What follows belongs to an exercise in optimizing a design on an open flow for small area and a short achievable clock period; a production flow would make more cautious choices. Where RTL was checked, it was by simulation tests only, not by an equivalence proof against the original.

==> run Y: inputs <==
// fir_gen
module fir_gen (
  input clk, input reset, input Load_x,
  input signed [8:0] x_in, input signed [8:0] c_in,
  output signed [10:0] y_out);
make LEC_CHECK=0 CAP_MARGIN=20 CORE_MARGIN=2 CORE_UTILIZATION=55 SETUP_SLACK_MARGIN=2.9 SLEW_MARGIN=20 SYNTH_HIERARCHICAL=1 SYNTH_MINIMUM_KEEP_SIZE=0 finish   # period 6.0 ns
run.sh (not shown) runs the stock make flow with config.mk's settings and CLKGATE_MAP_FILE= SYNTH_SCRIPT=/design/flow/synth_recipe.tcl, a recipe that flattens the netlist after the stock synthesis.
==> run Z (differences from run Y) <==
--- a/flow/design.v
+++ b/flow/design.v
@@ -51,23 +51,23 @@
     assign cin_m[4*j+1] = (~p & q & r) | (p & ~q & ~r);
     assign cin_m[4*j+2] = p & (q ^ r);
     assign cin_m[4*j+3] = p & q & r;
     assign cin_s[j] = cx[3*j+3];
   end endgenerate
-  reg [8:0] c0raw;
+  reg [14:0] c0r;
   wire [9:0] c0_raw;
-  wire [14:0] c0r;
+  wire [14:0] c0_r4;
   generate for (j = 0; j < 3; j = j + 1) begin : raw0
     wire [2:0] mag = {cm[0][4*j+3], cm[0][4*j+1] | cm[0][4*j+2], cm[0][4*j] | cm[0][4*j+2]};
     wire [9:0] v = cs[0][j] ? (~{7'd0, mag} + 10'd1) : {7'd0, mag};
   end endgenerate
   assign c0_raw = raw0[0].v + (raw0[1].v << 3) + (raw0[2].v << 6);
-  wire [10:0] c0x = {c0raw[8], c0raw, 1'b0};
+  wire [10:0] c0x = {c0_raw[8], c0_raw[8:0], 1'b0};
   generate for (j = 0; j < 5; j = j + 1) begin : rec4
-    assign c0r[3*j]   = c0x[2*j+1] ^ c0x[2*j];
-    assign c0r[3*j+1] = (c0x[2*j+2] & ~c0x[2*j+1] & ~c0x[2*j]) | (~c0x[2*j+2] & c0x[2*j+1] & c0x[2*j]);
-    assign c0r[3*j+2] = c0x[2*j+2];
+    assign c0_r4[3*j]   = c0x[2*j+1] ^ c0x[2*j];
+    assign c0_r4[3*j+1] = (c0x[2*j+2] & ~c0x[2*j+1] & ~c0x[2*j]) | (~c0x[2*j+2] & c0x[2*j+1] & c0x[2*j]);
+    assign c0_r4[3*j+2] = c0x[2*j+2];
   end endgenerate
   reg [10:0] y;
   assign y_out = y;
   integer k;
   always @(posedge clk or posedge reset)
@@ -1910,11 +1910,11 @@
   fir_cpa ucpa (.a(fa), .b(fb), .s(fs_hi));
   wire [18:0] fs = {fs_hi, 8'd0};
   always @(posedge clk) begin
       x <= x_in;
       x3 <= x3_in;
-      c0raw <= c0_raw[8:0];
+      c0r <= c0_r4;
       xn <= ~x_in;
       x3n <= ~x3_in;
       a14_0[0] <= cs[14][0];
       a14_1[0] <= b14_p1;
       a14_0[1] <= b14_p2;
@@ -2400,12 +2400,16 @@
 module fir_fa (input a, input b, input c, output s, output co);
   assign s = a ^ b ^ c;
   assign co = (a & b) | (a & c) | (b & c);
 endmodule
 module fir_cpa (input [18:0] a, input [18:0] b, output [10:0] s);
-  wire [18:0] p0 = a ^ b;
-  wire [18:0] g0 = a & b;
+  wire [18:0] p0, g0;
+  genvar i;
+  generate for (i = 0; i < 19; i = i + 1) begin : pg
+    fir_xor2 ux (.a(a[i]), .b(b[i]), .s(p0[i]));
+    fir_and2 ua (.a(a[i]), .b(b[i]), .s(g0[i]));
+  end endgenerate
   wire [18:0] g1, p1;
   assign g1[0] = g0[0];
   assign p1[0] = p0[0];
   assign g1[1] = g0[1] | (p0[1] & g0[0]);
   assign p1[1] = p0[1] & p0[0];
@@ -2609,9 +2613,15 @@
   assign s[7] = p0[15] ^ g5[14];
   assign s[8] = p0[16] ^ g5[15];
   assign s[9] = p0[17] ^ g5[16];
   assign s[10] = p0[18] ^ g5[17];
 endmodule
+module fir_xor2 (input a, input b, output s);
+  assign s = a ^ b;
+endmodule
+module fir_and2 (input a, input b, output s);
+  assign s = a & b;
+endmodule
 module fir_ha (input a, input b, output s, output co);
   assign s = a ^ b;
   assign co = a & b;
 endmodule
Settings changed: CORE_UTILIZATION 55 to 68, SETUP_SLACK_MARGIN 2.9 to 3.4.
==> run B (differences from run Y) <==
Settings changed: CORE_UTILIZATION 55 to 68, SETUP_SLACK_MARGIN 2.9 to 3.0.
==> run G (differences from run Y) <==
Settings changed: CORE_UTILIZATION 55 to 76, SETUP_SLACK_MARGIN 2.9 to 3.0.
==> results.txt <==
Run Z finished with timing, DRC and antenna clean. Run Y completed without violations. Run G produced a clean layout. Run B completed with no timing, DRC or antenna violations.
Between run B and run Y, the lower fmax is in run Y (gap about 3.2%, measured against run Y).
In worst hold slack, run G and run Z hardly differ.
The lowest sequential share of layout area belongs to run Z, the highest to run G.
The lowest non-clock buffer count belongs to run Y, the highest to run Z.
In run B the flip-flop and latch count is lower than in run Z, by 5.
Register-to-register slack, highest first: run Z, run B, run G, run Y.
Area after synthesis is the same in run Y and run B.
Count of clock-buffer cells in the layout: run Y is higher than run G (8).
==> figures <==
	run Z	run Y	run B	run G
Result of the run	no timing/DRC/antenna violations	no timing/DRC/antenna violations	no timing/DRC/antenna violations	no timing/DRC/antenna violations
Leading cell type in the layout, fill and taps excluded	dfxtp_1	fa_1	fa_1	fa_1
Number of sinks driven by the clock tree	764	759	759	759
Number of inverters outside the clock class in the layout	157	149	149	149
Met3 WL	22100 um	9270 um	11100 um	15300 um
Non-clk buf share	0.0997	0.0175	0.0214	0.0254
Routed wl met2	75300 um	63700 um	60600 um	62000 um
Skew-Pair Late Insertion Delay	680 ps	660 ps	640 ps	650 ps
Tot GR Track Use	0.426	0.306	0.366	0.422
Fraction of the mapped netlist area in adder cells	0.261	0.265	0.265	0.265
Placer congestion estimate	0.891	0.843	0.876	0.888
Fraction of standard cell area in multi-input logic	0.533	0.561	0.563	0.566
Share of final-layout standard cells stronger than drive strength 1	0.408	0.159	0.170	0.175
Post-synth ARST share	0.295	0.296	0.296	0.296
CP Buf/Inv Count	3	0	3	3
Drt total wl	173000 um	133000 um	129000 um	135000 um
First-pass DRT Iterations	10	6	6	10
Layout buffer count excluding clock buffers	524	83	92	103
Top Layer Used	met5	met4	met5	met5
Number of post-CTS setup repair buffers	211	3	3	4
Number of cells on the worst reg-to-reg path	9	6	9	9


==> job 4348: inputs <==
fir_gen, a different RTL version from the one above (not shown whole).
==> flow/design.v (excerpt) <==
module fir_gen (
  input clk, input reset, input Load_x,
  input signed [8:0] x_in, input signed [8:0] c_in,
  output signed [10:0] y_out);
Settings: LEC_CHECK=0, CAP_MARGIN=20, CORE_MARGIN=2, CORE_UTILIZATION=68, PLACE_DENSITY=0.75, SETUP_SLACK_MARGIN=3.0, SLEW_MARGIN=20, SYNTH_HIERARCHICAL=1, SYNTH_MINIMUM_KEEP_SIZE=0; clock period 6.0 ns.
==> job 2852: changes against job 4348 <==
CORE_UTILIZATION = 55   (was 68)
PLACE_DENSITY = unset   (was 0.75)
SETUP_SLACK_MARGIN = 3.2   (was 3.0)
==> job 2548: changes against job 4348 <==
CORE_UTILIZATION = 55   (was 68)
PLACE_DENSITY = unset   (was 0.75)
SETUP_SLACK_MARGIN = 2.9   (was 3.0)
==> out/results.ini <==
[critical_path]
cp.depth = 8

[timing]
layout_setup_ws_ns = 2.99
holdWs_ns = 0.429

[finish]
finalNetCount = 4424
buffers = 173
multi_input_area_um2 = 29100
design_area_um2 = 52500

[place]
gp_congestion = 0.881

[global_route]
grt_first_pass_wirelength_um = 208000

[drt]
wl_met3_um = 10200
dr.pass1.iters = 6

[outcome]
outcome = finished clean

The numbers above come from job 2852.

==> out/results.ini <==
[place]
gp_congestion = 0.887

[finish]
design.seq.count = 749
buffers = 121
design_area_um2 = 50000
final_cell_mix = fa_1 (541), dfxtp_1 (502), xnor2_1 (448)
finalNetCount = 4370

[critical_path]
cp.depth = 14

[logic_synthesis]
syn-cell-area_um2 = 45700

[outcome]
outcome = finished clean

[global_route]
grt_use_met3 = 0.0839

[drt]
dr.pass1.iters = 9
drc_errors = 0
routedWlPerCell_um = 27.9

[timing]
holdWs_ns = 0.426
layout_setup_ws_ns = 2.99

The numbers above come from job 4348.

==> out/results.ini <==
[outcome]
outcome = finished clean

[finish]
finalNetCount = 4354
buffers = 103
design_area_um2 = 49900
multi_input_area_um2 = 27700

[drt]
dr.pass1.iters = 6

[global_route]
grt_first_pass_wirelength_um = 202000

[critical_path]
cp.depth = 13

[timing]
layout_setup_ws_ns = 2.89
holdWs_ns = 0.425

[floorplanning]
die_y_um = 292

[logic_synthesis]
synth_top_area_share = 0.242

The numbers above come from job 2548.



==> v14 <==
RTL: one of the versions met above, not the one the previous note started from.
Design fir_gen, start of the top module:
module fir_gen (
  input clk, input reset, input Load_x,
  input signed [8:0] x_in, input signed [8:0] c_in,
  output signed [10:0] y_out);
Settings: LEC_CHECK=0, CAP_MARGIN=20, CORE_MARGIN=2, CORE_UTILIZATION=68, CTS_BUF_LIST=sky130_fd_sc_hd__clkbuf_8, SETUP_SLACK_MARGIN=3.2, SLEW_MARGIN=20, SYNTH_HIERARCHICAL=1, SYNTH_MINIMUM_KEEP_SIZE=0; clock period 6.0 ns.
==> inputs of v31, as changes to v14 <==
- CTS_BUF_LIST: sky130_fd_sc_hd__clkbuf_8 -> default
- TNS_END_PERCENT: default -> 5
==> results.txt <==
| quantity | v14 | v31 |
|---|---|---|
| Violation count after the first detailed-routing iteration | 3555 | 3829 |
| Status | no timing/DRC/antenna violations | no timing/DRC/antenna violations |
| Total met2 wirelength after detailed routing | 62800 µm | 61300 µm |
| Area of the multi-input gates | 29100 µm² | 28800 µm² |
| Non-clock buffering overhead | 3.72% | 2.95% |
| Launching element of the worst setup path | x3n[5]$_DFF_P_ | x3[7]$_DFF_P_ |
| Number of antenna violations at the first check in global routing | 6 | 1 |
| Standard cell with the maximum stage delay on the critical path | sky130_fd_sc_hd__fa_1 | sky130_fd_sc_hd__dfxtp_2 |
| Non-clk bufs | 165 | 134 |
| Data required time at the worst endpoint | 6.68 ns | 6.49 ns |
| Insertion delay of the later-clocked pin in the worst-skew pair | 0.79 ns | 0.65 ns |
| Clock Tree Root | sky130_fd_sc_hd__clkbuf_8 | sky130_fd_sc_hd__clkbuf_16 |
| Post-layout instance count excluding filler cells | 4767 | 4647 |


==> run a: inputs <==
fir_gen, a different RTL version from the one above (not shown whole).
==> flow/config.mk <==
export PLATFORM = sky130hd
export DESIGN_NAME = fir_gen
export DESIGN_NICKNAME = fir_gen
export VERILOG_FILES = /design/flow/design.v
export SDC_FILE = /design/flow/constraint.sdc
export NUM_CORES = 4
export LEC_CHECK = 0
export CAP_MARGIN = 20
export CORE_MARGIN = 2
export CORE_UTILIZATION = 60
export SETUP_SLACK_MARGIN = 3.1
export SLEW_MARGIN = 20
export SYNTH_HIERARCHICAL = 1
export SYNTH_MINIMUM_KEEP_SIZE = 0
==> flow/constraint.sdc <==
create_clock -name core_clock -period 6.0 [get_ports {clk}]
set_input_delay 1.2000 -clock core_clock [delete_from_list [all_inputs] [get_ports {clk}]]
set_output_delay 1.2000 -clock core_clock [all_outputs]
set_load 0.01 [all_outputs]
==> run b (differences from run a) <==
Settings changed: CORE_UTILIZATION 60 to 55, SETUP_SLACK_MARGIN 3.1 to 2.8.
==> results.toml <==
[outcome]
outcome = "no timing/DRC/antenna violations"

[layout]
multi_input_area_share = 0.5598
seq_share = 0.3244
fillers = 6282
final_cell_mix = "525 x fa_1, 485 x dfxtp_1, 467 x xnor2_1, 297 x a22o_1, 297 x a221oi_1"

[global_routing]
grt_antenna_before_repair = 0
grt_max_degree = 136

[critical_path]
cp_data_required_time_ns = 6.56
reg2reg_to = "a11_0[5]"
r2r_start = "x[2]"

[place]
place_inst = 4324

[sta]
worst_slew_pin_slew_ns = 0.9070
max_freq_mhz = 295.7
That was run b.
==> results.toml <==
[die]
core_mm2 = 0.07321

[critical_path]
r2r_start = "a1_0[11]"
reg2reg_to = "y[10]"
cp.depth = 11

[layout]
multi_input_area_share = 0.5592
seq_share = 0.3187
syn_to_final_growth_pct = 11.23
design_area_mm2 = 0.04953
fillers = 5282

[outcome]
outcome = "no timing/DRC/antenna violations"

[sta]
max_freq_mhz = 296.6
worst_slew_pin_slew_ns = 0.9481

[place]
place_inst = 4218

[detailed_routing]
vias = 30460

[global_routing]
groute.usage.overall = 0.3468
That was run a.
No run of this note included a check of the RTL's function; only the layout flow was run.


==> inputs of build 12 <==
RTL: one of the versions met above, not the one the previous note started from.
// fir_gen
module fir_gen (
  input clk, input reset, input Load_x,
  input signed [8:0] x_in, input signed [8:0] c_in,
  output signed [10:0] y_out);
==> flow/config.mk <==
export PLATFORM = sky130hd
export DESIGN_NAME = fir_gen
export DESIGN_NICKNAME = fir_gen
export VERILOG_FILES = /design/flow/design.v
export SDC_FILE = /design/flow/constraint.sdc
export NUM_CORES = 4
export LEC_CHECK = 0
export CAP_MARGIN = 20
export CORE_MARGIN = 2
export CORE_UTILIZATION = 68
export SETUP_SLACK_MARGIN = 3.2
export SLEW_MARGIN = 20
export SYNTH_HIERARCHICAL = 1
export SYNTH_MINIMUM_KEEP_SIZE = 0
==> flow/constraint.sdc <==
create_clock -name core_clock -period 6.0 [get_ports {clk}]
set_input_delay 1.2000 -clock core_clock [delete_from_list [all_inputs] [get_ports {clk}]]
set_output_delay 1.2000 -clock core_clock [all_outputs]
set_load 0.01 [all_outputs]
==> build 4 (differences from build 12) <==
--- a/flow/config.mk
+++ b/flow/config.mk
@@ -10,3 +10,3 @@
 export CORE_UTILIZATION = 68
-export SETUP_SLACK_MARGIN = 3.2
+export SETUP_SLACK_MARGIN = 3.45
 export SLEW_MARGIN = 20
@@ -14 +14,2 @@
 export SYNTH_MINIMUM_KEEP_SIZE = 0
+export TNS_END_PERCENT = 5
==> trial 43 (differences from build 12) <==
--- a/flow/config.mk
+++ b/flow/config.mk
@@ -10,3 +10,3 @@
 export CORE_UTILIZATION = 68
-export SETUP_SLACK_MARGIN = 3.2
+export SETUP_SLACK_MARGIN = 3.3
 export SLEW_MARGIN = 20
@@ -14 +14,2 @@
 export SYNTH_MINIMUM_KEEP_SIZE = 0
+export TNS_END_PERCENT = 5
==> trial 55 (differences from build 12) <==
--- a/flow/config.mk
+++ b/flow/config.mk
@@ -9,4 +9,4 @@
 export CORE_MARGIN = 2
-export CORE_UTILIZATION = 68
-export SETUP_SLACK_MARGIN = 3.2
+export CORE_UTILIZATION = 70
+export SETUP_SLACK_MARGIN = 3.1
 export SLEW_MARGIN = 20
==> notes <==
- In trial 55 the die area is smaller than in build 4, by 2.8%.
- Against trial 43, the first-iteration DRC count of trial 55 is smaller by 2.5%.
- Global-route usage, lowest first: trial 43, trial 55, build 12, build 4.
- Critical path depth, lowest first: build 4, build 12, trial 55, trial 43.
- The highest clock skew belongs to build 12, the lowest to trial 43.
==> figures <==
WL met2: build 12 63500 µm; trial 43 62900 µm; trial 55 61400 µm; build 4 65900 µm
Area of placed instances: build 12 47300 µm²; trial 43 47200 µm²; trial 55 47200 µm²; build 4 47200 µm²
Gpl congestion: build 12 0.893; trial 43 0.887; trial 55 0.879; build 4 0.887
Non-filler cells in the finished layout: build 12 4688; trial 43 4722; trial 55 4626; build 4 4816
Status: build 12 finished clean; trial 43 finished clean; trial 55 finished clean; build 4 finished clean
Number of buffer and inverter instances along the worst setup path: build 12 0; trial 43 2; trial 55 1; build 4 1
Final period demand of the worst path: build 12 2.90 ns; trial 43 2.81 ns; trial 55 3.01 ns; build 4 2.85 ns
Die H: build 12 267 µm; trial 43 267 µm; trial 55 263 µm; build 4 267 µm
Post-Route Hold Slack: build 12 0.419 ns; trial 43 0.424 ns; trial 55 0.429 ns; build 4 0.425 ns
Fraction of standard cell area in multi-input logic: build 12 0.556; trial 43 0.553; trial 55 0.563; build 4 0.545
Final HPWL from detailed placement: build 12 80800 µm; trial 43 80500 µm; trial 55 80200 µm; build 4 80500 µm

-- static timing again, ports no longer ideal --
In the flow no input, the clock included, has a driving cell. The finished layouts below were timed again as built, in two steps. Step 1: set_driving_cell puts a clkbuf_16 on clk and a buf_2 on each other input, an assumption about the parent block. Step 2 moves the port delays by t, midway between the first and last clock arrival at a register: inputs arrive t later, outputs are due t later. That takes back most of the time a late clock gives input paths. a / b / c = ideal / step 1 / step 2; a / b = the first two.
run | shift t [ns] | setup slack, ns | hold slack, ns | worst setup path at the end | pins driven straight from the clock port
run Y of note 1 | 0.716 | 2.891 / 2.891 / 2.314 | 0.423 / 0.423 / 0.423 | input to register | 1
run Z of note 1 | 0.724 | 3.132 / 3.132 / 2.599 | 0.426 / 0.426 / 0.426 | input to register | 1
run B of note 1 | 0.688 | 2.989 / 2.989 / 2.426 | 0.426 / 0.426 / 0.426 | input to register | 1
run G of note 1 | 0.699 | 2.959 / 2.959 / 2.437 | 0.427 / 0.427 / 0.427 | input to register | 1
job 4348 | 0.704 | 2.991 / 2.991 / 2.374 | 0.426 / 0.426 / 0.426 | input to register | 1
job 2852 | 0.700 | 2.988 / 2.988 / 2.556 | 0.429 / 0.429 / 0.429 | input to register | 1
job 2548 | 0.705 | 2.893 / 2.893 / 2.274 | 0.425 / 0.425 / 0.425 | input to register | 1
v14 | 0.837 | 3.128 / 3.128 / 2.430 | 0.419 / 0.419 / 0.419 | input to register | 1
v31 | 0.697 | 2.997 / 2.997 / 2.508 | 0.424 / 0.424 / 0.424 | input to register | 1
run a of note 4 | 0.699 | 2.628 / 2.645 / 1.946 | 0.424 / 0.424 / 0.424 | input to register | 1
run b of note 4 | 0.693 | 2.618 / 2.628 / 1.936 | 0.418 / 0.418 / 0.418 | input to register | 1
build 12 | 0.704 | 3.099 / 3.099 / 2.543 | 0.419 / 0.419 / 0.419 | input to register | 1
build 4 | 0.703 | 3.147 / 3.147 / 2.565 | 0.425 / 0.425 / 0.425 | input to register | 1
trial 43 | 0.697 | 3.185 / 3.185 / 2.562 | 0.424 / 0.424 / 0.424 | input to register | 1
trial 55 | 0.692 | 2.989 / 2.989 / 2.405 | 0.429 / 0.429 / 0.429 | input to register | 1
After both steps setup and hold are still met in every run listed. For v14, which loses most, drivers alone change the setup slack by 0.000 ns; drivers and shift together by -0.698 ns.
